From an optimization exercise on the open Yosys and OpenROAD flow, aimed at small area, a short achievable clock period and few clock cycles per item; shortcuts taken in it are not production practice.
Function not checked in this run: the RTL went through the layout flow alone.

**flow/design.v**
```verilog
module compare (
	input  [12:0] a, b,
	output [12:0] s0, s1
);
	wire [3:0] x = a[3:0], y = b[3:0];
	wire swap = (~x[3] & y[3]) | ((~x[3] | y[3]) & ((~x[2] & y[2]) |
	            ((~x[2] | y[2]) & ((~x[1] & y[1]) | ((~x[1] | y[1]) & ~x[0] & y[0])))));
	assign s0 = swap ? b : a;
	assign s1 = swap ? a : b;
endmodule
module bitonic_sorter_top (
	input              clk,
	input              rst,
	input              in_valid,
	input      [415:0] in_data,
	output             out_valid,
	output     [415:0] out_data
);
	localparam MW = 13;
	reg [2:0] vld;
	always @(posedge clk) begin
		if (rst) vld <= 3'd0;
		else     vld <= {vld[1:0], in_valid};
	end
	assign out_valid = vld[2];
	wire [415:0] l1;
	compare ce_1_0_13 (.a(in_data[0*MW +: MW]), .b(in_data[13*MW +: MW]), .s0(l1[0*MW +: MW]), .s1(l1[13*MW +: MW]));
	compare ce_1_1_12 (.a(in_data[1*MW +: MW]), .b(in_data[12*MW +: MW]), .s0(l1[1*MW +: MW]), .s1(l1[12*MW +: MW]));
	compare ce_1_2_15 (.a(in_data[2*MW +: MW]), .b(in_data[15*MW +: MW]), .s0(l1[2*MW +: MW]), .s1(l1[15*MW +: MW]));
	compare ce_1_3_14 (.a(in_data[3*MW +: MW]), .b(in_data[14*MW +: MW]), .s0(l1[3*MW +: MW]), .s1(l1[14*MW +: MW]));
	compare ce_1_4_8 (.a(in_data[4*MW +: MW]), .b(in_data[8*MW +: MW]), .s0(l1[4*MW +: MW]), .s1(l1[8*MW +: MW]));
	compare ce_1_5_6 (.a(in_data[5*MW +: MW]), .b(in_data[6*MW +: MW]), .s0(l1[5*MW +: MW]), .s1(l1[6*MW +: MW]));
	compare ce_1_7_11 (.a(in_data[7*MW +: MW]), .b(in_data[11*MW +: MW]), .s0(l1[7*MW +: MW]), .s1(l1[11*MW +: MW]));
	compare ce_1_9_10 (.a(in_data[9*MW +: MW]), .b(in_data[10*MW +: MW]), .s0(l1[9*MW +: MW]), .s1(l1[10*MW +: MW]));
	compare ce_1_16_29 (.a(in_data[16*MW +: MW]), .b(in_data[29*MW +: MW]), .s0(l1[16*MW +: MW]), .s1(l1[29*MW +: MW]));
	compare ce_1_17_28 (.a(in_data[17*MW +: MW]), .b(in_data[28*MW +: MW]), .s0(l1[17*MW +: MW]), .s1(l1[28*MW +: MW]));
	compare ce_1_18_31 (.a(in_data[18*MW +: MW]), .b(in_data[31*MW +: MW]), .s0(l1[18*MW +: MW]), .s1(l1[31*MW +: MW]));
	compare ce_1_19_30 (.a(in_data[19*MW +: MW]), .b(in_data[30*MW +: MW]), .s0(l1[19*MW +: MW]), .s1(l1[30*MW +: MW]));
	compare ce_1_20_24 (.a(in_data[20*MW +: MW]), .b(in_data[24*MW +: MW]), .s0(l1[20*MW +: MW]), .s1(l1[24*MW +: MW]));
	compare ce_1_21_22 (.a(in_data[21*MW +: MW]), .b(in_data[22*MW +: MW]), .s0(l1[21*MW +: MW]), .s1(l1[22*MW +: MW]));
	compare ce_1_23_27 (.a(in_data[23*MW +: MW]), .b(in_data[27*MW +: MW]), .s0(l1[23*MW +: MW]), .s1(l1[27*MW +: MW]));
	compare ce_1_25_26 (.a(in_data[25*MW +: MW]), .b(in_data[26*MW +: MW]), .s0(l1[25*MW +: MW]), .s1(l1[26*MW +: MW]));
	wire [415:0] l2;
	compare ce_2_0_5 (.a(l1[0*MW +: MW]), .b(l1[5*MW +: MW]), .s0(l2[0*MW +: MW]), .s1(l2[5*MW +: MW]));
	compare ce_2_1_7 (.a(l1[1*MW +: MW]), .b(l1[7*MW +: MW]), .s0(l2[1*MW +: MW]), .s1(l2[7*MW +: MW]));
	compare ce_2_2_9 (.a(l1[2*MW +: MW]), .b(l1[9*MW +: MW]), .s0(l2[2*MW +: MW]), .s1(l2[9*MW +: MW]));
	compare ce_2_3_4 (.a(l1[3*MW +: MW]), .b(l1[4*MW +: MW]), .s0(l2[3*MW +: MW]), .s1(l2[4*MW +: MW]));
	compare ce_2_6_13 (.a(l1[6*MW +: MW]), .b(l1[13*MW +: MW]), .s0(l2[6*MW +: MW]), .s1(l2[13*MW +: MW]));
	compare ce_2_8_14 (.a(l1[8*MW +: MW]), .b(l1[14*MW +: MW]), .s0(l2[8*MW +: MW]), .s1(l2[14*MW +: MW]));
	compare ce_2_10_15 (.a(l1[10*MW +: MW]), .b(l1[15*MW +: MW]), .s0(l2[10*MW +: MW]), .s1(l2[15*MW +: MW]));
	compare ce_2_11_12 (.a(l1[11*MW +: MW]), .b(l1[12*MW +: MW]), .s0(l2[11*MW +: MW]), .s1(l2[12*MW +: MW]));
	compare ce_2_16_21 (.a(l1[16*MW +: MW]), .b(l1[21*MW +: MW]), .s0(l2[16*MW +: MW]), .s1(l2[21*MW +: MW]));
	compare ce_2_17_23 (.a(l1[17*MW +: MW]), .b(l1[23*MW +: MW]), .s0(l2[17*MW +: MW]), .s1(l2[23*MW +: MW]));
	compare ce_2_18_25 (.a(l1[18*MW +: MW]), .b(l1[25*MW +: MW]), .s0(l2[18*MW +: MW]), .s1(l2[25*MW +: MW]));
	compare ce_2_19_20 (.a(l1[19*MW +: MW]), .b(l1[20*MW +: MW]), .s0(l2[19*MW +: MW]), .s1(l2[20*MW +: MW]));
	compare ce_2_22_29 (.a(l1[22*MW +: MW]), .b(l1[29*MW +: MW]), .s0(l2[22*MW +: MW]), .s1(l2[29*MW +: MW]));
	compare ce_2_24_30 (.a(l1[24*MW +: MW]), .b(l1[30*MW +: MW]), .s0(l2[24*MW +: MW]), .s1(l2[30*MW +: MW]));
	compare ce_2_26_31 (.a(l1[26*MW +: MW]), .b(l1[31*MW +: MW]), .s0(l2[26*MW +: MW]), .s1(l2[31*MW +: MW]));
	compare ce_2_27_28 (.a(l1[27*MW +: MW]), .b(l1[28*MW +: MW]), .s0(l2[27*MW +: MW]), .s1(l2[28*MW +: MW]));
	wire [415:0] l3;
	compare ce_3_0_1 (.a(l2[0*MW +: MW]), .b(l2[1*MW +: MW]), .s0(l3[0*MW +: MW]), .s1(l3[1*MW +: MW]));
	compare ce_3_2_3 (.a(l2[2*MW +: MW]), .b(l2[3*MW +: MW]), .s0(l3[2*MW +: MW]), .s1(l3[3*MW +: MW]));
	compare ce_3_4_5 (.a(l2[4*MW +: MW]), .b(l2[5*MW +: MW]), .s0(l3[4*MW +: MW]), .s1(l3[5*MW +: MW]));
	compare ce_3_6_8 (.a(l2[6*MW +: MW]), .b(l2[8*MW +: MW]), .s0(l3[6*MW +: MW]), .s1(l3[8*MW +: MW]));
	compare ce_3_7_9 (.a(l2[7*MW +: MW]), .b(l2[9*MW +: MW]), .s0(l3[7*MW +: MW]), .s1(l3[9*MW +: MW]));
	compare ce_3_10_11 (.a(l2[10*MW +: MW]), .b(l2[11*MW +: MW]), .s0(l3[10*MW +: MW]), .s1(l3[11*MW +: MW]));
	compare ce_3_12_13 (.a(l2[12*MW +: MW]), .b(l2[13*MW +: MW]), .s0(l3[12*MW +: MW]), .s1(l3[13*MW +: MW]));
	compare ce_3_14_15 (.a(l2[14*MW +: MW]), .b(l2[15*MW +: MW]), .s0(l3[14*MW +: MW]), .s1(l3[15*MW +: MW]));
	compare ce_3_16_17 (.a(l2[16*MW +: MW]), .b(l2[17*MW +: MW]), .s0(l3[16*MW +: MW]), .s1(l3[17*MW +: MW]));
	compare ce_3_18_19 (.a(l2[18*MW +: MW]), .b(l2[19*MW +: MW]), .s0(l3[18*MW +: MW]), .s1(l3[19*MW +: MW]));
	compare ce_3_20_21 (.a(l2[20*MW +: MW]), .b(l2[21*MW +: MW]), .s0(l3[20*MW +: MW]), .s1(l3[21*MW +: MW]));
	compare ce_3_22_24 (.a(l2[22*MW +: MW]), .b(l2[24*MW +: MW]), .s0(l3[22*MW +: MW]), .s1(l3[24*MW +: MW]));
	compare ce_3_23_25 (.a(l2[23*MW +: MW]), .b(l2[25*MW +: MW]), .s0(l3[23*MW +: MW]), .s1(l3[25*MW +: MW]));
	compare ce_3_26_27 (.a(l2[26*MW +: MW]), .b(l2[27*MW +: MW]), .s0(l3[26*MW +: MW]), .s1(l3[27*MW +: MW]));
	compare ce_3_28_29 (.a(l2[28*MW +: MW]), .b(l2[29*MW +: MW]), .s0(l3[28*MW +: MW]), .s1(l3[29*MW +: MW]));
	compare ce_3_30_31 (.a(l2[30*MW +: MW]), .b(l2[31*MW +: MW]), .s0(l3[30*MW +: MW]), .s1(l3[31*MW +: MW]));
	reg [415:0] r3;
	always @(posedge clk) r3 <= l3;
	wire [415:0] l4;
	compare ce_4_0_2 (.a(r3[0*MW +: MW]), .b(r3[2*MW +: MW]), .s0(l4[0*MW +: MW]), .s1(l4[2*MW +: MW]));
	compare ce_4_1_3 (.a(r3[1*MW +: MW]), .b(r3[3*MW +: MW]), .s0(l4[1*MW +: MW]), .s1(l4[3*MW +: MW]));
	compare ce_4_4_10 (.a(r3[4*MW +: MW]), .b(r3[10*MW +: MW]), .s0(l4[4*MW +: MW]), .s1(l4[10*MW +: MW]));
	compare ce_4_5_11 (.a(r3[5*MW +: MW]), .b(r3[11*MW +: MW]), .s0(l4[5*MW +: MW]), .s1(l4[11*MW +: MW]));
	compare ce_4_6_7 (.a(r3[6*MW +: MW]), .b(r3[7*MW +: MW]), .s0(l4[6*MW +: MW]), .s1(l4[7*MW +: MW]));
	compare ce_4_8_9 (.a(r3[8*MW +: MW]), .b(r3[9*MW +: MW]), .s0(l4[8*MW +: MW]), .s1(l4[9*MW +: MW]));
	compare ce_4_12_14 (.a(r3[12*MW +: MW]), .b(r3[14*MW +: MW]), .s0(l4[12*MW +: MW]), .s1(l4[14*MW +: MW]));
	compare ce_4_13_15 (.a(r3[13*MW +: MW]), .b(r3[15*MW +: MW]), .s0(l4[13*MW +: MW]), .s1(l4[15*MW +: MW]));
	compare ce_4_16_18 (.a(r3[16*MW +: MW]), .b(r3[18*MW +: MW]), .s0(l4[16*MW +: MW]), .s1(l4[18*MW +: MW]));
	compare ce_4_17_19 (.a(r3[17*MW +: MW]), .b(r3[19*MW +: MW]), .s0(l4[17*MW +: MW]), .s1(l4[19*MW +: MW]));
	compare ce_4_20_26 (.a(r3[20*MW +: MW]), .b(r3[26*MW +: MW]), .s0(l4[20*MW +: MW]), .s1(l4[26*MW +: MW]));
	compare ce_4_21_27 (.a(r3[21*MW +: MW]), .b(r3[27*MW +: MW]), .s0(l4[21*MW +: MW]), .s1(l4[27*MW +: MW]));
	compare ce_4_22_23 (.a(r3[22*MW +: MW]), .b(r3[23*MW +: MW]), .s0(l4[22*MW +: MW]), .s1(l4[23*MW +: MW]));
	compare ce_4_24_25 (.a(r3[24*MW +: MW]), .b(r3[25*MW +: MW]), .s0(l4[24*MW +: MW]), .s1(l4[25*MW +: MW]));
	compare ce_4_28_30 (.a(r3[28*MW +: MW]), .b(r3[30*MW +: MW]), .s0(l4[28*MW +: MW]), .s1(l4[30*MW +: MW]));
	compare ce_4_29_31 (.a(r3[29*MW +: MW]), .b(r3[31*MW +: MW]), .s0(l4[29*MW +: MW]), .s1(l4[31*MW +: MW]));
	wire [415:0] l5;
	compare ce_5_1_2 (.a(l4[1*MW +: MW]), .b(l4[2*MW +: MW]), .s0(l5[1*MW +: MW]), .s1(l5[2*MW +: MW]));
	compare ce_5_3_12 (.a(l4[3*MW +: MW]), .b(l4[12*MW +: MW]), .s0(l5[3*MW +: MW]), .s1(l5[12*MW +: MW]));
	compare ce_5_4_6 (.a(l4[4*MW +: MW]), .b(l4[6*MW +: MW]), .s0(l5[4*MW +: MW]), .s1(l5[6*MW +: MW]));
	compare ce_5_5_7 (.a(l4[5*MW +: MW]), .b(l4[7*MW +: MW]), .s0(l5[5*MW +: MW]), .s1(l5[7*MW +: MW]));
	compare ce_5_8_10 (.a(l4[8*MW +: MW]), .b(l4[10*MW +: MW]), .s0(l5[8*MW +: MW]), .s1(l5[10*MW +: MW]));
	compare ce_5_9_11 (.a(l4[9*MW +: MW]), .b(l4[11*MW +: MW]), .s0(l5[9*MW +: MW]), .s1(l5[11*MW +: MW]));
	compare ce_5_13_14 (.a(l4[13*MW +: MW]), .b(l4[14*MW +: MW]), .s0(l5[13*MW +: MW]), .s1(l5[14*MW +: MW]));
	compare ce_5_17_18 (.a(l4[17*MW +: MW]), .b(l4[18*MW +: MW]), .s0(l5[17*MW +: MW]), .s1(l5[18*MW +: MW]));
	compare ce_5_19_28 (.a(l4[19*MW +: MW]), .b(l4[28*MW +: MW]), .s0(l5[19*MW +: MW]), .s1(l5[28*MW +: MW]));
	compare ce_5_20_22 (.a(l4[20*MW +: MW]), .b(l4[22*MW +: MW]), .s0(l5[20*MW +: MW]), .s1(l5[22*MW +: MW]));
	compare ce_5_21_23 (.a(l4[21*MW +: MW]), .b(l4[23*MW +: MW]), .s0(l5[21*MW +: MW]), .s1(l5[23*MW +: MW]));
	compare ce_5_24_26 (.a(l4[24*MW +: MW]), .b(l4[26*MW +: MW]), .s0(l5[24*MW +: MW]), .s1(l5[26*MW +: MW]));
	compare ce_5_25_27 (.a(l4[25*MW +: MW]), .b(l4[27*MW +: MW]), .s0(l5[25*MW +: MW]), .s1(l5[27*MW +: MW]));
	compare ce_5_29_30 (.a(l4[29*MW +: MW]), .b(l4[30*MW +: MW]), .s0(l5[29*MW +: MW]), .s1(l5[30*MW +: MW]));
	compare ce_5_0_16 (.a(l4[0*MW +: MW]), .b(l4[16*MW +: MW]), .s0(l5[0*MW +: MW]), .s1(l5[16*MW +: MW]));
	compare ce_5_15_31 (.a(l4[15*MW +: MW]), .b(l4[31*MW +: MW]), .s0(l5[15*MW +: MW]), .s1(l5[31*MW +: MW]));
	wire [415:0] l6;
	compare ce_6_1_4 (.a(l5[1*MW +: MW]), .b(l5[4*MW +: MW]), .s0(l6[1*MW +: MW]), .s1(l6[4*MW +: MW]));
	compare ce_6_2_6 (.a(l5[2*MW +: MW]), .b(l5[6*MW +: MW]), .s0(l6[2*MW +: MW]), .s1(l6[6*MW +: MW]));
	compare ce_6_5_8 (.a(l5[5*MW +: MW]), .b(l5[8*MW +: MW]), .s0(l6[5*MW +: MW]), .s1(l6[8*MW +: MW]));
	compare ce_6_7_10 (.a(l5[7*MW +: MW]), .b(l5[10*MW +: MW]), .s0(l6[7*MW +: MW]), .s1(l6[10*MW +: MW]));
	compare ce_6_9_13 (.a(l5[9*MW +: MW]), .b(l5[13*MW +: MW]), .s0(l6[9*MW +: MW]), .s1(l6[13*MW +: MW]));
	compare ce_6_11_14 (.a(l5[11*MW +: MW]), .b(l5[14*MW +: MW]), .s0(l6[11*MW +: MW]), .s1(l6[14*MW +: MW]));
	compare ce_6_17_20 (.a(l5[17*MW +: MW]), .b(l5[20*MW +: MW]), .s0(l6[17*MW +: MW]), .s1(l6[20*MW +: MW]));
	compare ce_6_18_22 (.a(l5[18*MW +: MW]), .b(l5[22*MW +: MW]), .s0(l6[18*MW +: MW]), .s1(l6[22*MW +: MW]));
	compare ce_6_21_24 (.a(l5[21*MW +: MW]), .b(l5[24*MW +: MW]), .s0(l6[21*MW +: MW]), .s1(l6[24*MW +: MW]));
	compare ce_6_23_26 (.a(l5[23*MW +: MW]), .b(l5[26*MW +: MW]), .s0(l6[23*MW +: MW]), .s1(l6[26*MW +: MW]));
	compare ce_6_25_29 (.a(l5[25*MW +: MW]), .b(l5[29*MW +: MW]), .s0(l6[25*MW +: MW]), .s1(l6[29*MW +: MW]));
	compare ce_6_27_30 (.a(l5[27*MW +: MW]), .b(l5[30*MW +: MW]), .s0(l6[27*MW +: MW]), .s1(l6[30*MW +: MW]));
	assign l6[0*MW +: MW] = l5[0*MW +: MW];
	assign l6[3*MW +: MW] = l5[3*MW +: MW];
	assign l6[12*MW +: MW] = l5[12*MW +: MW];
	assign l6[15*MW +: MW] = l5[15*MW +: MW];
	assign l6[16*MW +: MW] = l5[16*MW +: MW];
	assign l6[19*MW +: MW] = l5[19*MW +: MW];
	assign l6[28*MW +: MW] = l5[28*MW +: MW];
	assign l6[31*MW +: MW] = l5[31*MW +: MW];
	wire [415:0] l7;
	compare ce_7_2_4 (.a(l6[2*MW +: MW]), .b(l6[4*MW +: MW]), .s0(l7[2*MW +: MW]), .s1(l7[4*MW +: MW]));
	compare ce_7_3_6 (.a(l6[3*MW +: MW]), .b(l6[6*MW +: MW]), .s0(l7[3*MW +: MW]), .s1(l7[6*MW +: MW]));
	compare ce_7_9_12 (.a(l6[9*MW +: MW]), .b(l6[12*MW +: MW]), .s0(l7[9*MW +: MW]), .s1(l7[12*MW +: MW]));
	compare ce_7_11_13 (.a(l6[11*MW +: MW]), .b(l6[13*MW +: MW]), .s0(l7[11*MW +: MW]), .s1(l7[13*MW +: MW]));
	compare ce_7_18_20 (.a(l6[18*MW +: MW]), .b(l6[20*MW +: MW]), .s0(l7[18*MW +: MW]), .s1(l7[20*MW +: MW]));
	compare ce_7_19_22 (.a(l6[19*MW +: MW]), .b(l6[22*MW +: MW]), .s0(l7[19*MW +: MW]), .s1(l7[22*MW +: MW]));
	compare ce_7_25_28 (.a(l6[25*MW +: MW]), .b(l6[28*MW +: MW]), .s0(l7[25*MW +: MW]), .s1(l7[28*MW +: MW]));
	compare ce_7_27_29 (.a(l6[27*MW +: MW]), .b(l6[29*MW +: MW]), .s0(l7[27*MW +: MW]), .s1(l7[29*MW +: MW]));
	compare ce_7_14_30 (.a(l6[14*MW +: MW]), .b(l6[30*MW +: MW]), .s0(l7[14*MW +: MW]), .s1(l7[30*MW +: MW]));
	compare ce_7_1_17 (.a(l6[1*MW +: MW]), .b(l6[17*MW +: MW]), .s0(l7[1*MW +: MW]), .s1(l7[17*MW +: MW]));
	assign l7[0*MW +: MW] = l6[0*MW +: MW];
	assign l7[5*MW +: MW] = l6[5*MW +: MW];
	assign l7[7*MW +: MW] = l6[7*MW +: MW];
	assign l7[8*MW +: MW] = l6[8*MW +: MW];
	assign l7[10*MW +: MW] = l6[10*MW +: MW];
	assign l7[15*MW +: MW] = l6[15*MW +: MW];
	assign l7[16*MW +: MW] = l6[16*MW +: MW];
	assign l7[21*MW +: MW] = l6[21*MW +: MW];
	assign l7[23*MW +: MW] = l6[23*MW +: MW];
	assign l7[24*MW +: MW] = l6[24*MW +: MW];
	assign l7[26*MW +: MW] = l6[26*MW +: MW];
	assign l7[31*MW +: MW] = l6[31*MW +: MW];
	wire [415:0] l8;
	compare ce_8_3_5 (.a(l7[3*MW +: MW]), .b(l7[5*MW +: MW]), .s0(l8[3*MW +: MW]), .s1(l8[5*MW +: MW]));
	compare ce_8_6_8 (.a(l7[6*MW +: MW]), .b(l7[8*MW +: MW]), .s0(l8[6*MW +: MW]), .s1(l8[8*MW +: MW]));
	compare ce_8_7_9 (.a(l7[7*MW +: MW]), .b(l7[9*MW +: MW]), .s0(l8[7*MW +: MW]), .s1(l8[9*MW +: MW]));
	compare ce_8_10_12 (.a(l7[10*MW +: MW]), .b(l7[12*MW +: MW]), .s0(l8[10*MW +: MW]), .s1(l8[12*MW +: MW]));
	compare ce_8_19_21 (.a(l7[19*MW +: MW]), .b(l7[21*MW +: MW]), .s0(l8[19*MW +: MW]), .s1(l8[21*MW +: MW]));
	compare ce_8_22_24 (.a(l7[22*MW +: MW]), .b(l7[24*MW +: MW]), .s0(l8[22*MW +: MW]), .s1(l8[24*MW +: MW]));
	compare ce_8_23_25 (.a(l7[23*MW +: MW]), .b(l7[25*MW +: MW]), .s0(l8[23*MW +: MW]), .s1(l8[25*MW +: MW]));
	compare ce_8_26_28 (.a(l7[26*MW +: MW]), .b(l7[28*MW +: MW]), .s0(l8[26*MW +: MW]), .s1(l8[28*MW +: MW]));
	compare ce_8_2_18 (.a(l7[2*MW +: MW]), .b(l7[18*MW +: MW]), .s0(l8[2*MW +: MW]), .s1(l8[18*MW +: MW]));
	compare ce_8_13_29 (.a(l7[13*MW +: MW]), .b(l7[29*MW +: MW]), .s0(l8[13*MW +: MW]), .s1(l8[29*MW +: MW]));
	assign l8[0*MW +: MW] = l7[0*MW +: MW];
	assign l8[1*MW +: MW] = l7[1*MW +: MW];
	assign l8[4*MW +: MW] = l7[4*MW +: MW];
	assign l8[11*MW +: MW] = l7[11*MW +: MW];
	assign l8[14*MW +: MW] = l7[14*MW +: MW];
	assign l8[15*MW +: MW] = l7[15*MW +: MW];
	assign l8[16*MW +: MW] = l7[16*MW +: MW];
	assign l8[17*MW +: MW] = l7[17*MW +: MW];
	assign l8[20*MW +: MW] = l7[20*MW +: MW];
	assign l8[27*MW +: MW] = l7[27*MW +: MW];
	assign l8[30*MW +: MW] = l7[30*MW +: MW];
	assign l8[31*MW +: MW] = l7[31*MW +: MW];
	wire [415:0] l9;
	compare ce_9_3_4 (.a(l8[3*MW +: MW]), .b(l8[4*MW +: MW]), .s0(l9[3*MW +: MW]), .s1(l9[4*MW +: MW]));
	compare ce_9_5_6 (.a(l8[5*MW +: MW]), .b(l8[6*MW +: MW]), .s0(l9[5*MW +: MW]), .s1(l9[6*MW +: MW]));
	compare ce_9_7_8 (.a(l8[7*MW +: MW]), .b(l8[8*MW +: MW]), .s0(l9[7*MW +: MW]), .s1(l9[8*MW +: MW]));
	compare ce_9_9_10 (.a(l8[9*MW +: MW]), .b(l8[10*MW +: MW]), .s0(l9[9*MW +: MW]), .s1(l9[10*MW +: MW]));
	compare ce_9_11_12 (.a(l8[11*MW +: MW]), .b(l8[12*MW +: MW]), .s0(l9[11*MW +: MW]), .s1(l9[12*MW +: MW]));
	compare ce_9_19_20 (.a(l8[19*MW +: MW]), .b(l8[20*MW +: MW]), .s0(l9[19*MW +: MW]), .s1(l9[20*MW +: MW]));
	compare ce_9_21_22 (.a(l8[21*MW +: MW]), .b(l8[22*MW +: MW]), .s0(l9[21*MW +: MW]), .s1(l9[22*MW +: MW]));
	compare ce_9_23_24 (.a(l8[23*MW +: MW]), .b(l8[24*MW +: MW]), .s0(l9[23*MW +: MW]), .s1(l9[24*MW +: MW]));
	compare ce_9_25_26 (.a(l8[25*MW +: MW]), .b(l8[26*MW +: MW]), .s0(l9[25*MW +: MW]), .s1(l9[26*MW +: MW]));
	compare ce_9_27_28 (.a(l8[27*MW +: MW]), .b(l8[28*MW +: MW]), .s0(l9[27*MW +: MW]), .s1(l9[28*MW +: MW]));
	assign l9[0*MW +: MW] = l8[0*MW +: MW];
	assign l9[1*MW +: MW] = l8[1*MW +: MW];
	assign l9[2*MW +: MW] = l8[2*MW +: MW];
	assign l9[13*MW +: MW] = l8[13*MW +: MW];
	assign l9[14*MW +: MW] = l8[14*MW +: MW];
	assign l9[15*MW +: MW] = l8[15*MW +: MW];
	assign l9[16*MW +: MW] = l8[16*MW +: MW];
	assign l9[17*MW +: MW] = l8[17*MW +: MW];
	assign l9[18*MW +: MW] = l8[18*MW +: MW];
	assign l9[29*MW +: MW] = l8[29*MW +: MW];
	assign l9[30*MW +: MW] = l8[30*MW +: MW];
	assign l9[31*MW +: MW] = l8[31*MW +: MW];
	reg [415:0] r9;
	always @(posedge clk) r9 <= l9;
	wire [415:0] l10;
	compare ce_10_6_7 (.a(r9[6*MW +: MW]), .b(r9[7*MW +: MW]), .s0(l10[6*MW +: MW]), .s1(l10[7*MW +: MW]));
	compare ce_10_8_9 (.a(r9[8*MW +: MW]), .b(r9[9*MW +: MW]), .s0(l10[8*MW +: MW]), .s1(l10[9*MW +: MW]));
	compare ce_10_22_23 (.a(r9[22*MW +: MW]), .b(r9[23*MW +: MW]), .s0(l10[22*MW +: MW]), .s1(l10[23*MW +: MW]));
	compare ce_10_24_25 (.a(r9[24*MW +: MW]), .b(r9[25*MW +: MW]), .s0(l10[24*MW +: MW]), .s1(l10[25*MW +: MW]));
	compare ce_10_4_20 (.a(r9[4*MW +: MW]), .b(r9[20*MW +: MW]), .s0(l10[4*MW +: MW]), .s1(l10[20*MW +: MW]));
	compare ce_10_12_28 (.a(r9[12*MW +: MW]), .b(r9[28*MW +: MW]), .s0(l10[12*MW +: MW]), .s1(l10[28*MW +: MW]));
	compare ce_10_10_26 (.a(r9[10*MW +: MW]), .b(r9[26*MW +: MW]), .s0(l10[10*MW +: MW]), .s1(l10[26*MW +: MW]));
	compare ce_10_5_21 (.a(r9[5*MW +: MW]), .b(r9[21*MW +: MW]), .s0(l10[5*MW +: MW]), .s1(l10[21*MW +: MW]));
	compare ce_10_3_19 (.a(r9[3*MW +: MW]), .b(r9[19*MW +: MW]), .s0(l10[3*MW +: MW]), .s1(l10[19*MW +: MW]));
	compare ce_10_11_27 (.a(r9[11*MW +: MW]), .b(r9[27*MW +: MW]), .s0(l10[11*MW +: MW]), .s1(l10[27*MW +: MW]));
	assign l10[0*MW +: MW] = r9[0*MW +: MW];
	assign l10[1*MW +: MW] = r9[1*MW +: MW];
	assign l10[2*MW +: MW] = r9[2*MW +: MW];
	assign l10[13*MW +: MW] = r9[13*MW +: MW];
	assign l10[14*MW +: MW] = r9[14*MW +: MW];
	assign l10[15*MW +: MW] = r9[15*MW +: MW];
	assign l10[16*MW +: MW] = r9[16*MW +: MW];
	assign l10[17*MW +: MW] = r9[17*MW +: MW];
	assign l10[18*MW +: MW] = r9[18*MW +: MW];
	assign l10[29*MW +: MW] = r9[29*MW +: MW];
	assign l10[30*MW +: MW] = r9[30*MW +: MW];
	assign l10[31*MW +: MW] = r9[31*MW +: MW];
	wire [415:0] l11;
	compare ce_11_8_24 (.a(l10[8*MW +: MW]), .b(l10[24*MW +: MW]), .s0(l11[8*MW +: MW]), .s1(l11[24*MW +: MW]));
	compare ce_11_12_20 (.a(l10[12*MW +: MW]), .b(l10[20*MW +: MW]), .s0(l11[12*MW +: MW]), .s1(l11[20*MW +: MW]));
	compare ce_11_10_18 (.a(l10[10*MW +: MW]), .b(l10[18*MW +: MW]), .s0(l11[10*MW +: MW]), .s1(l11[18*MW +: MW]));
	compare ce_11_6_22 (.a(l10[6*MW +: MW]), .b(l10[22*MW +: MW]), .s0(l11[6*MW +: MW]), .s1(l11[22*MW +: MW]));
	compare ce_11_9_25 (.a(l10[9*MW +: MW]), .b(l10[25*MW +: MW]), .s0(l11[9*MW +: MW]), .s1(l11[25*MW +: MW]));
	compare ce_11_13_21 (.a(l10[13*MW +: MW]), .b(l10[21*MW +: MW]), .s0(l11[13*MW +: MW]), .s1(l11[21*MW +: MW]));
	compare ce_11_11_19 (.a(l10[11*MW +: MW]), .b(l10[19*MW +: MW]), .s0(l11[11*MW +: MW]), .s1(l11[19*MW +: MW]));
	compare ce_11_7_23 (.a(l10[7*MW +: MW]), .b(l10[23*MW +: MW]), .s0(l11[7*MW +: MW]), .s1(l11[23*MW +: MW]));
	assign l11[0*MW +: MW] = l10[0*MW +: MW];
	assign l11[1*MW +: MW] = l10[1*MW +: MW];
	assign l11[2*MW +: MW] = l10[2*MW +: MW];
	assign l11[3*MW +: MW] = l10[3*MW +: MW];
	assign l11[4*MW +: MW] = l10[4*MW +: MW];
	assign l11[5*MW +: MW] = l10[5*MW +: MW];
	assign l11[14*MW +: MW] = l10[14*MW +: MW];
	assign l11[15*MW +: MW] = l10[15*MW +: MW];
	assign l11[16*MW +: MW] = l10[16*MW +: MW];
	assign l11[17*MW +: MW] = l10[17*MW +: MW];
	assign l11[26*MW +: MW] = l10[26*MW +: MW];
	assign l11[27*MW +: MW] = l10[27*MW +: MW];
	assign l11[28*MW +: MW] = l10[28*MW +: MW];
	assign l11[29*MW +: MW] = l10[29*MW +: MW];
	assign l11[30*MW +: MW] = l10[30*MW +: MW];
	assign l11[31*MW +: MW] = l10[31*MW +: MW];
	wire [415:0] l12;
	compare ce_12_8_16 (.a(l11[8*MW +: MW]), .b(l11[16*MW +: MW]), .s0(l12[8*MW +: MW]), .s1(l12[16*MW +: MW]));
	compare ce_12_20_24 (.a(l11[20*MW +: MW]), .b(l11[24*MW +: MW]), .s0(l12[20*MW +: MW]), .s1(l12[24*MW +: MW]));
	compare ce_12_14_22 (.a(l11[14*MW +: MW]), .b(l11[22*MW +: MW]), .s0(l12[14*MW +: MW]), .s1(l12[22*MW +: MW]));
	compare ce_12_6_10 (.a(l11[6*MW +: MW]), .b(l11[10*MW +: MW]), .s0(l12[6*MW +: MW]), .s1(l12[10*MW +: MW]));
	compare ce_12_9_17 (.a(l11[9*MW +: MW]), .b(l11[17*MW +: MW]), .s0(l12[9*MW +: MW]), .s1(l12[17*MW +: MW]));
	compare ce_12_21_25 (.a(l11[21*MW +: MW]), .b(l11[25*MW +: MW]), .s0(l12[21*MW +: MW]), .s1(l12[25*MW +: MW]));
	compare ce_12_15_23 (.a(l11[15*MW +: MW]), .b(l11[23*MW +: MW]), .s0(l12[15*MW +: MW]), .s1(l12[23*MW +: MW]));
	compare ce_12_7_11 (.a(l11[7*MW +: MW]), .b(l11[11*MW +: MW]), .s0(l12[7*MW +: MW]), .s1(l12[11*MW +: MW]));
	assign l12[0*MW +: MW] = l11[0*MW +: MW];
	assign l12[1*MW +: MW] = l11[1*MW +: MW];
	assign l12[2*MW +: MW] = l11[2*MW +: MW];
	assign l12[3*MW +: MW] = l11[3*MW +: MW];
	assign l12[4*MW +: MW] = l11[4*MW +: MW];
	assign l12[5*MW +: MW] = l11[5*MW +: MW];
	assign l12[12*MW +: MW] = l11[12*MW +: MW];
	assign l12[13*MW +: MW] = l11[13*MW +: MW];
	assign l12[18*MW +: MW] = l11[18*MW +: MW];
	assign l12[19*MW +: MW] = l11[19*MW +: MW];
	assign l12[26*MW +: MW] = l11[26*MW +: MW];
	assign l12[27*MW +: MW] = l11[27*MW +: MW];
	assign l12[28*MW +: MW] = l11[28*MW +: MW];
	assign l12[29*MW +: MW] = l11[29*MW +: MW];
	assign l12[30*MW +: MW] = l11[30*MW +: MW];
	assign l12[31*MW +: MW] = l11[31*MW +: MW];
	wire [415:0] l13;
	compare ce_13_4_8 (.a(l12[4*MW +: MW]), .b(l12[8*MW +: MW]), .s0(l13[4*MW +: MW]), .s1(l13[8*MW +: MW]));
	compare ce_13_12_16 (.a(l12[12*MW +: MW]), .b(l12[16*MW +: MW]), .s0(l13[12*MW +: MW]), .s1(l13[16*MW +: MW]));
	compare ce_13_14_18 (.a(l12[14*MW +: MW]), .b(l12[18*MW +: MW]), .s0(l13[14*MW +: MW]), .s1(l13[18*MW +: MW]));
	compare ce_13_22_26 (.a(l12[22*MW +: MW]), .b(l12[26*MW +: MW]), .s0(l13[22*MW +: MW]), .s1(l13[26*MW +: MW]));
	compare ce_13_5_9 (.a(l12[5*MW +: MW]), .b(l12[9*MW +: MW]), .s0(l13[5*MW +: MW]), .s1(l13[9*MW +: MW]));
	compare ce_13_13_17 (.a(l12[13*MW +: MW]), .b(l12[17*MW +: MW]), .s0(l13[13*MW +: MW]), .s1(l13[17*MW +: MW]));
	compare ce_13_15_19 (.a(l12[15*MW +: MW]), .b(l12[19*MW +: MW]), .s0(l13[15*MW +: MW]), .s1(l13[19*MW +: MW]));
	compare ce_13_23_27 (.a(l12[23*MW +: MW]), .b(l12[27*MW +: MW]), .s0(l13[23*MW +: MW]), .s1(l13[27*MW +: MW]));
	assign l13[0*MW +: MW] = l12[0*MW +: MW];
	assign l13[1*MW +: MW] = l12[1*MW +: MW];
	assign l13[2*MW +: MW] = l12[2*MW +: MW];
	assign l13[3*MW +: MW] = l12[3*MW +: MW];
	assign l13[6*MW +: MW] = l12[6*MW +: MW];
	assign l13[7*MW +: MW] = l12[7*MW +: MW];
	assign l13[10*MW +: MW] = l12[10*MW +: MW];
	assign l13[11*MW +: MW] = l12[11*MW +: MW];
	assign l13[20*MW +: MW] = l12[20*MW +: MW];
	assign l13[21*MW +: MW] = l12[21*MW +: MW];
	assign l13[24*MW +: MW] = l12[24*MW +: MW];
	assign l13[25*MW +: MW] = l12[25*MW +: MW];
	assign l13[28*MW +: MW] = l12[28*MW +: MW];
	assign l13[29*MW +: MW] = l12[29*MW +: MW];
	assign l13[30*MW +: MW] = l12[30*MW +: MW];
	assign l13[31*MW +: MW] = l12[31*MW +: MW];
	wire [415:0] l14;
	compare ce_14_2_4 (.a(l13[2*MW +: MW]), .b(l13[4*MW +: MW]), .s0(l14[2*MW +: MW]), .s1(l14[4*MW +: MW]));
	compare ce_14_6_8 (.a(l13[6*MW +: MW]), .b(l13[8*MW +: MW]), .s0(l14[6*MW +: MW]), .s1(l14[8*MW +: MW]));
	compare ce_14_10_12 (.a(l13[10*MW +: MW]), .b(l13[12*MW +: MW]), .s0(l14[10*MW +: MW]), .s1(l14[12*MW +: MW]));
	compare ce_14_14_16 (.a(l13[14*MW +: MW]), .b(l13[16*MW +: MW]), .s0(l14[14*MW +: MW]), .s1(l14[16*MW +: MW]));
	compare ce_14_18_20 (.a(l13[18*MW +: MW]), .b(l13[20*MW +: MW]), .s0(l14[18*MW +: MW]), .s1(l14[20*MW +: MW]));
	compare ce_14_22_24 (.a(l13[22*MW +: MW]), .b(l13[24*MW +: MW]), .s0(l14[22*MW +: MW]), .s1(l14[24*MW +: MW]));
	compare ce_14_26_28 (.a(l13[26*MW +: MW]), .b(l13[28*MW +: MW]), .s0(l14[26*MW +: MW]), .s1(l14[28*MW +: MW]));
	compare ce_14_3_5 (.a(l13[3*MW +: MW]), .b(l13[5*MW +: MW]), .s0(l14[3*MW +: MW]), .s1(l14[5*MW +: MW]));
	compare ce_14_7_9 (.a(l13[7*MW +: MW]), .b(l13[9*MW +: MW]), .s0(l14[7*MW +: MW]), .s1(l14[9*MW +: MW]));
	compare ce_14_11_13 (.a(l13[11*MW +: MW]), .b(l13[13*MW +: MW]), .s0(l14[11*MW +: MW]), .s1(l14[13*MW +: MW]));
	compare ce_14_15_17 (.a(l13[15*MW +: MW]), .b(l13[17*MW +: MW]), .s0(l14[15*MW +: MW]), .s1(l14[17*MW +: MW]));
	compare ce_14_19_21 (.a(l13[19*MW +: MW]), .b(l13[21*MW +: MW]), .s0(l14[19*MW +: MW]), .s1(l14[21*MW +: MW]));
	compare ce_14_23_25 (.a(l13[23*MW +: MW]), .b(l13[25*MW +: MW]), .s0(l14[23*MW +: MW]), .s1(l14[25*MW +: MW]));
	compare ce_14_27_29 (.a(l13[27*MW +: MW]), .b(l13[29*MW +: MW]), .s0(l14[27*MW +: MW]), .s1(l14[29*MW +: MW]));
	assign l14[0*MW +: MW] = l13[0*MW +: MW];
	assign l14[1*MW +: MW] = l13[1*MW +: MW];
	assign l14[30*MW +: MW] = l13[30*MW +: MW];
	assign l14[31*MW +: MW] = l13[31*MW +: MW];
	wire [415:0] l15;
	compare ce_15_1_2 (.a(l14[1*MW +: MW]), .b(l14[2*MW +: MW]), .s0(l15[1*MW +: MW]), .s1(l15[2*MW +: MW]));
	compare ce_15_3_4 (.a(l14[3*MW +: MW]), .b(l14[4*MW +: MW]), .s0(l15[3*MW +: MW]), .s1(l15[4*MW +: MW]));
	compare ce_15_5_6 (.a(l14[5*MW +: MW]), .b(l14[6*MW +: MW]), .s0(l15[5*MW +: MW]), .s1(l15[6*MW +: MW]));
	compare ce_15_7_8 (.a(l14[7*MW +: MW]), .b(l14[8*MW +: MW]), .s0(l15[7*MW +: MW]), .s1(l15[8*MW +: MW]));
	compare ce_15_9_10 (.a(l14[9*MW +: MW]), .b(l14[10*MW +: MW]), .s0(l15[9*MW +: MW]), .s1(l15[10*MW +: MW]));
	compare ce_15_11_12 (.a(l14[11*MW +: MW]), .b(l14[12*MW +: MW]), .s0(l15[11*MW +: MW]), .s1(l15[12*MW +: MW]));
	compare ce_15_13_14 (.a(l14[13*MW +: MW]), .b(l14[14*MW +: MW]), .s0(l15[13*MW +: MW]), .s1(l15[14*MW +: MW]));
	compare ce_15_15_16 (.a(l14[15*MW +: MW]), .b(l14[16*MW +: MW]), .s0(l15[15*MW +: MW]), .s1(l15[16*MW +: MW]));
	compare ce_15_17_18 (.a(l14[17*MW +: MW]), .b(l14[18*MW +: MW]), .s0(l15[17*MW +: MW]), .s1(l15[18*MW +: MW]));
	compare ce_15_19_20 (.a(l14[19*MW +: MW]), .b(l14[20*MW +: MW]), .s0(l15[19*MW +: MW]), .s1(l15[20*MW +: MW]));
	compare ce_15_21_22 (.a(l14[21*MW +: MW]), .b(l14[22*MW +: MW]), .s0(l15[21*MW +: MW]), .s1(l15[22*MW +: MW]));
	compare ce_15_23_24 (.a(l14[23*MW +: MW]), .b(l14[24*MW +: MW]), .s0(l15[23*MW +: MW]), .s1(l15[24*MW +: MW]));
	compare ce_15_25_26 (.a(l14[25*MW +: MW]), .b(l14[26*MW +: MW]), .s0(l15[25*MW +: MW]), .s1(l15[26*MW +: MW]));
	compare ce_15_27_28 (.a(l14[27*MW +: MW]), .b(l14[28*MW +: MW]), .s0(l15[27*MW +: MW]), .s1(l15[28*MW +: MW]));
	compare ce_15_29_30 (.a(l14[29*MW +: MW]), .b(l14[30*MW +: MW]), .s0(l15[29*MW +: MW]), .s1(l15[30*MW +: MW]));
	assign l15[0*MW +: MW] = l14[0*MW +: MW];
	assign l15[31*MW +: MW] = l14[31*MW +: MW];
	reg [415:0] r15;
	always @(posedge clk) r15 <= l15;
	assign out_data = r15;
endmodule
```
**flow/run.sh**
```bash
#!/bin/bash
# synth_recipe.tcl (not shown) runs the flow's synth.tcl, then flattens the netlist and writes it again
# the make line also repeats each setting of config.mk as NAME=value (left out here)
make -C /OpenROAD-flow-scripts/flow DESIGN_CONFIG=/design/flow/config.mk WORK_HOME=/design/flow/orfs CLKGATE_MAP_FILE= SYNTH_SCRIPT=/design/flow/synth_recipe.tcl finish
```
**flow/config.mk**
```make
export PLATFORM = sky130hd
export DESIGN_NAME = bitonic_sorter_top
export DESIGN_NICKNAME = bitonic_sorter_top
export VERILOG_FILES = /design/flow/design.v
export SDC_FILE = /design/flow/constraint.sdc
export NUM_CORES = 4
export LEC_CHECK = 0
export CAP_MARGIN = 20
export CORE_MARGIN = 2
export CORE_UTILIZATION = 40
export SLEW_MARGIN = 20
```
**flow/constraint.sdc**
```tcl
create_clock -name core_clock -period 24.0 [get_ports {clk}]
set_input_delay 4.8000 -clock core_clock [delete_from_list [all_inputs] [get_ports {clk}]]
set_output_delay 4.8000 -clock core_clock [all_outputs]
set_load 0.01 [all_outputs]
```
==> run notes <==
==> placed cells by master (no fill, tap or decap), types with 102 or more instances in the layout <==
cell	n
sky130_fd_sc_hd__dfxtp_1	1251
sky130_fd_sc_hd__inv_1	297
sky130_fd_sc_hd__nor2b_1	129
sky130_fd_sc_hd__nand2_1	741
sky130_fd_sc_hd__o22ai_1	106
sky130_fd_sc_hd__clkbuf_16	147
sky130_fd_sc_hd__buf_4	164
sky130_fd_sc_hd__maj3_1	216
sky130_fd_sc_hd__o21ai_0	437
sky130_fd_sc_hd__nor2_1	755
sky130_fd_sc_hd__mux2i_1	2878
sky130_fd_sc_hd__mux2_2	815
sky130_fd_sc_hd__nor3_1	114
sky130_fd_sc_hd__a21oi_1	469
sky130_fd_sc_hd__nand3_1	102
sky130_fd_sc_hd__clkdlybuf4s50_1	835
sky130_fd_sc_hd__nand2b_1	132
==> through the flow <==
step	hold WS [ps]	cell area (sq um)	setup WS (ps)
6_report	323	110000	13640
4_1_cts	325	110000	13550
3_3_place_gp	314	105000	12730
3_5_place_dp	312	105000	12740
5_1_grt	332	110000	13380
2_1_floorplan	310	93400	14430
==> cell type report <==
class	count	area [sq um]	area share [%]
Clock buffer	184	4010	3.64
Tap cell	3043	3810	3.46
Multi-Input combinational cell	8314	65400	59.5
Sequential cell	1251	25000	22.8
Timing Repair Buffer	1000	9600	8.73
Antenna cell	17	42.5	0.0386
Inverter	302	1130	1.03
Clock inverter	81	990	0.899
==> state kept, by name, summed over array words and instances (netlist names) <==
name,flops
r9,416
vld,3
r3,416
r15,416
==> layer usage <==
layer / up-vias / wire, um / share of wire [%] / GRT usage (%)
met5: - / 45 / 0.0095 / 0
met2: 4419 / 204000 / 43 / 58.5
met3: 790 / 37800 / 8.0 / 6.84
met1: 43500 / 201000 / 42 / 49.8
met4: 6 / 32100 / 6.8 / 21.9
li1: 39700 / - / - / -
==> kinds of logic after synthesis <==
kind of cell / count (synthesis) / share of synthesized area, %
fa+ha+maj: 245 / 2.64
flops: 1251 / 26.8
simple gates: 2277 / 11.1
mux: 3730 / 41.1
buf+inv: 846 / 3.80
compound gates: 2062 / 14.6
==> path summary, 6_finish.rpt <==
path,startpoint,endpoint,slack (ps)
worst max register to register,r3[250],r9[300],14700
worst min-delay path,r9[12],r15[12],320
worst max-delay path,in_data[169],r3[177],13640
worst min register to register,r9[12],r15[12],320
==> flow_results.xml <==
<?xml version="1.0" encoding="UTF-8"?>
<metrics>
  <group name="yosys">
    <metric name="synth_top_area_share" unit="%">30.9</metric>
    <metric name="sequential_fraction_of_the_synthesis_area" unit="%">26.8</metric>
    <metric name="postSynthNetCount" unit="">10800</metric>
    <metric name="synthArstFlopShare" unit="%">0</metric>
    <metric name="post_synth_inst_count" unit="">10400</metric>
    <metric name="count_leader_synth" unit="">sky130_fd_sc_hd__mux2i_1</metric>
    <metric name="yosys-top-cells-count" unit="">sky130_fd_sc_hd__mux2i_1, sky130_fd_sc_hd__dfxtp_1, sky130_fd_sc_hd__mux2_2</metric>
    <metric name="synthesis.area" unit="sq um">93400</metric>
    <metric name="synth-edff-count" unit="">0</metric>
    <metric name="cells_taking_the_most_area_after_synthesis" unit="">sky130_fd_sc_hd__mux2i_1, sky130_fd_sc_hd__dfxtp_1, sky130_fd_sc_hd__mux2_2</metric>
    <metric name="post-synth-top-area-cell" unit="">sky130_fd_sc_hd__mux2i_1</metric>
    <metric name="synth_cell_type_count" unit="">125</metric>
    <metric name="syn_area_per_cell" unit="sq um">8.98</metric>
    <metric name="synth-warning-count" unit="">1</metric>
    <metric name="synth_seq_cells" unit="">1251</metric>
    <metric name="synth_top_flop_cell" unit="">sky130_fd_sc_hd__dfxtp_1</metric>
  </group>
  <group name="clock_network">
    <metric name="quantity_of_gates_resized_following_cts" unit="">0</metric>
    <metric name="clock_sink_count" unit="">1251</metric>
    <metric name="max-clock-path-buffers" unit="">3</metric>
    <metric name="worstSkewPairLatency" unit="ps">830</metric>
    <metric name="worst_setup_hold_path_clk_slew" unit="ps">60</metric>
    <metric name="clockRootBuffer" unit="">sky130_fd_sc_hd__clkbuf_16</metric>
    <metric name="cts_tree" unit="">built</metric>
    <metric name="tritoncts.num_buffers" unit="">145</metric>
    <metric name="cts_htree_levels" unit="">4</metric>
    <metric name="cts-hold-fix-buffers" unit="">0</metric>
    <metric name="post_cts.repair.setup_buffers" unit="">0</metric>
  </group>
  <group name="floorplanning">
    <metric name="initial_utilization" unit="%">40.2</metric>
    <metric name="core.rowCount" unit="">177</metric>
    <metric name="die_area" unit="sq um">237000</metric>
    <metric name="die_width" unit="um">487</metric>
    <metric name="die_height" unit="um">487</metric>
    <metric name="coreArea" unit="sq um">233000</metric>
    <metric name="pin_count" unit="">836</metric>
  </group>
  <group name="route">
    <metric name="route.vias.total" unit="">88400</metric>
    <metric name="post-route-drc-count" unit="">0</metric>
    <metric name="initial_detailed_routing_violation_count" unit="">10400</metric>
    <metric name="route.antenna.remaining_nets" unit="">0</metric>
    <metric name="first_pass_iters" unit="">6</metric>
    <metric name="wl_per_cell" unit="um">33.4</metric>
    <metric name="postRouteWirelength" unit="mm">475</metric>
    <metric name="route.detailed.vias_per_inst" unit="">6.23</metric>
  </group>
  <group name="global_routing">
    <metric name="antenna_violations_before_repair" unit="">38</metric>
    <metric name="grt_usage" unit="%">38.0</metric>
    <metric name="grt_pass1_wl" unit="mm">636</metric>
    <metric name="grt_pass1_vias" unit="">80500</metric>
    <metric name="pin_count_of_the_biggest_net_entering_global_routing" unit="">50</metric>
    <metric name="globalRouteOverflowTotal" unit="">0</metric>
  </group>
  <group name="setup_path">
    <metric name="worst_setup_path_end_kind" unit="">flop</metric>
    <metric name="cpMaxStageDelayCell" unit="">sky130_fd_sc_hd__a21oi_4</metric>
    <metric name="critical_path.cell_chain" unit="">clkdlybuf4s50_1, nor2b_1, nand2_1, nand2_1, o21ai_0, maj3_1, nand2_1, a21oi_4, mux2i_1, nand2b_1, maj3_1, maj3_1, maj3_1, buf_4, mux2i_1, nand2b_1, maj3_1, maj3_1, maj3_1, buf_4, mux2_2</metric>
    <metric name="criticalPathCategory" unit="">input port to flop</metric>
    <metric name="crit_buf_inv" unit="">3</metric>
    <metric name="critPathMaxFanout" unit="">26</metric>
    <metric name="critical_path_depth" unit="">21</metric>
    <metric name="worstRegToRegCells" unit="">23</metric>
    <metric name="path_common_cell" unit="">sky130_fd_sc_hd__maj3_1</metric>
    <metric name="critPathRequiredTime" unit="ps">24690</metric>
    <metric name="cp_slowest_stage_delay" unit="ps">930</metric>
    <metric name="crit_path_launch_type" unit="">input port</metric>
    <metric name="worst-endpoint-arrival" unit="ps">11050</metric>
    <metric name="crit_family" unit="">adder cells</metric>
  </group>
  <group name="hold_path">
    <metric name="worstHoldPathCells" unit="">0</metric>
    <metric name="min_path_type" unit="">flop to flop</metric>
  </group>
  <group name="layout">
    <metric name="final_core_utilization" unit="%">47.3</metric>
    <metric name="drive_above_1_share" unit="%">13.5</metric>
    <metric name="growth_of_design_area_from_synthesis_to_finish" unit="%">17.8</metric>
    <metric name="stdcell_count" unit="">14200</metric>
    <metric name="fillCellCount" unit="">22000</metric>
    <metric name="final_nets" unit="">11400</metric>
  </group>
  <group name="placed_design">
    <metric name="port_buffers" unit="">835</metric>
    <metric name="placed_wire_length_estimate_after_detailed_placement" unit="mm">409</metric>
    <metric name="gp_congestion" unit="">1.09</metric>
    <metric name="placed_cells_incl_taps" unit="">13900</metric>
  </group>
  <group name="sta">
    <metric name="finalSetupViolations" unit="">0</metric>
    <metric name="timing.final.max_slew_violations" unit="">0</metric>
    <metric name="number_of_hold_violations_in_the_final_report" unit="">0</metric>
    <metric name="setup_repair_after_global_routing_missed_its_margin" unit="">no</metric>
    <metric name="finalClockSkew" unit="ps">34.3</metric>
    <metric name="setup_total_negative_slack" unit="ps">0</metric>
    <metric name="timing.max_slew.rel_slack" unit="%">10.1</metric>
    <metric name="max_clock_freq" unit="MHz">96.5</metric>
    <metric name="fin_crit" unit="ps">10360</metric>
    <metric name="worstMarginPinSlew" unit="ps">1340</metric>
    <metric name="final_min_period_over_clock_period" unit="%">43.2</metric>
  </group>
  <group name="run_status">
    <metric name="outcome" unit="">no timing/DRC/antenna violations</metric>
  </group>
  <group name="job">
    <metric name="cap_violations" unit="">0</metric>
  </group>
</metrics>

## separate check: timing with driven ports
The flow's constraints put no driver on any port. The routed layout listed below was extracted and timed again, unchanged, in two steps. Step 1 (the two cells are an assumption about what drives the block):
set clk [get_ports {clk}]
set_driving_cell -lib_cell sky130_fd_sc_hd__clkbuf_16 $clk
set_driving_cell -lib_cell sky130_fd_sc_hd__buf_2 [delete_from_list [all_inputs] $clk]
Step 2, shift: input delay + t, output delay - t, t = (earliest + latest rising clock arrival at the registers) / 2. This alone moves slack from input paths to output paths. a / b / c = ideal ports / drivers / drivers and shift; a / b = the first two.
t (ns): 0.915
setup slack, ns: 13.636 / 13.720 / 12.805
hold WS [ns]: 0.323 / 0.323 / 0.323
worst setup path after step 2: input to register
slew at the worst register clock pin (ns): 0.08 / 0.08
After both steps this run still meets setup and hold. The setup slack of this run moves by +0.084 ns with the drivers and by -0.831 ns with both steps.
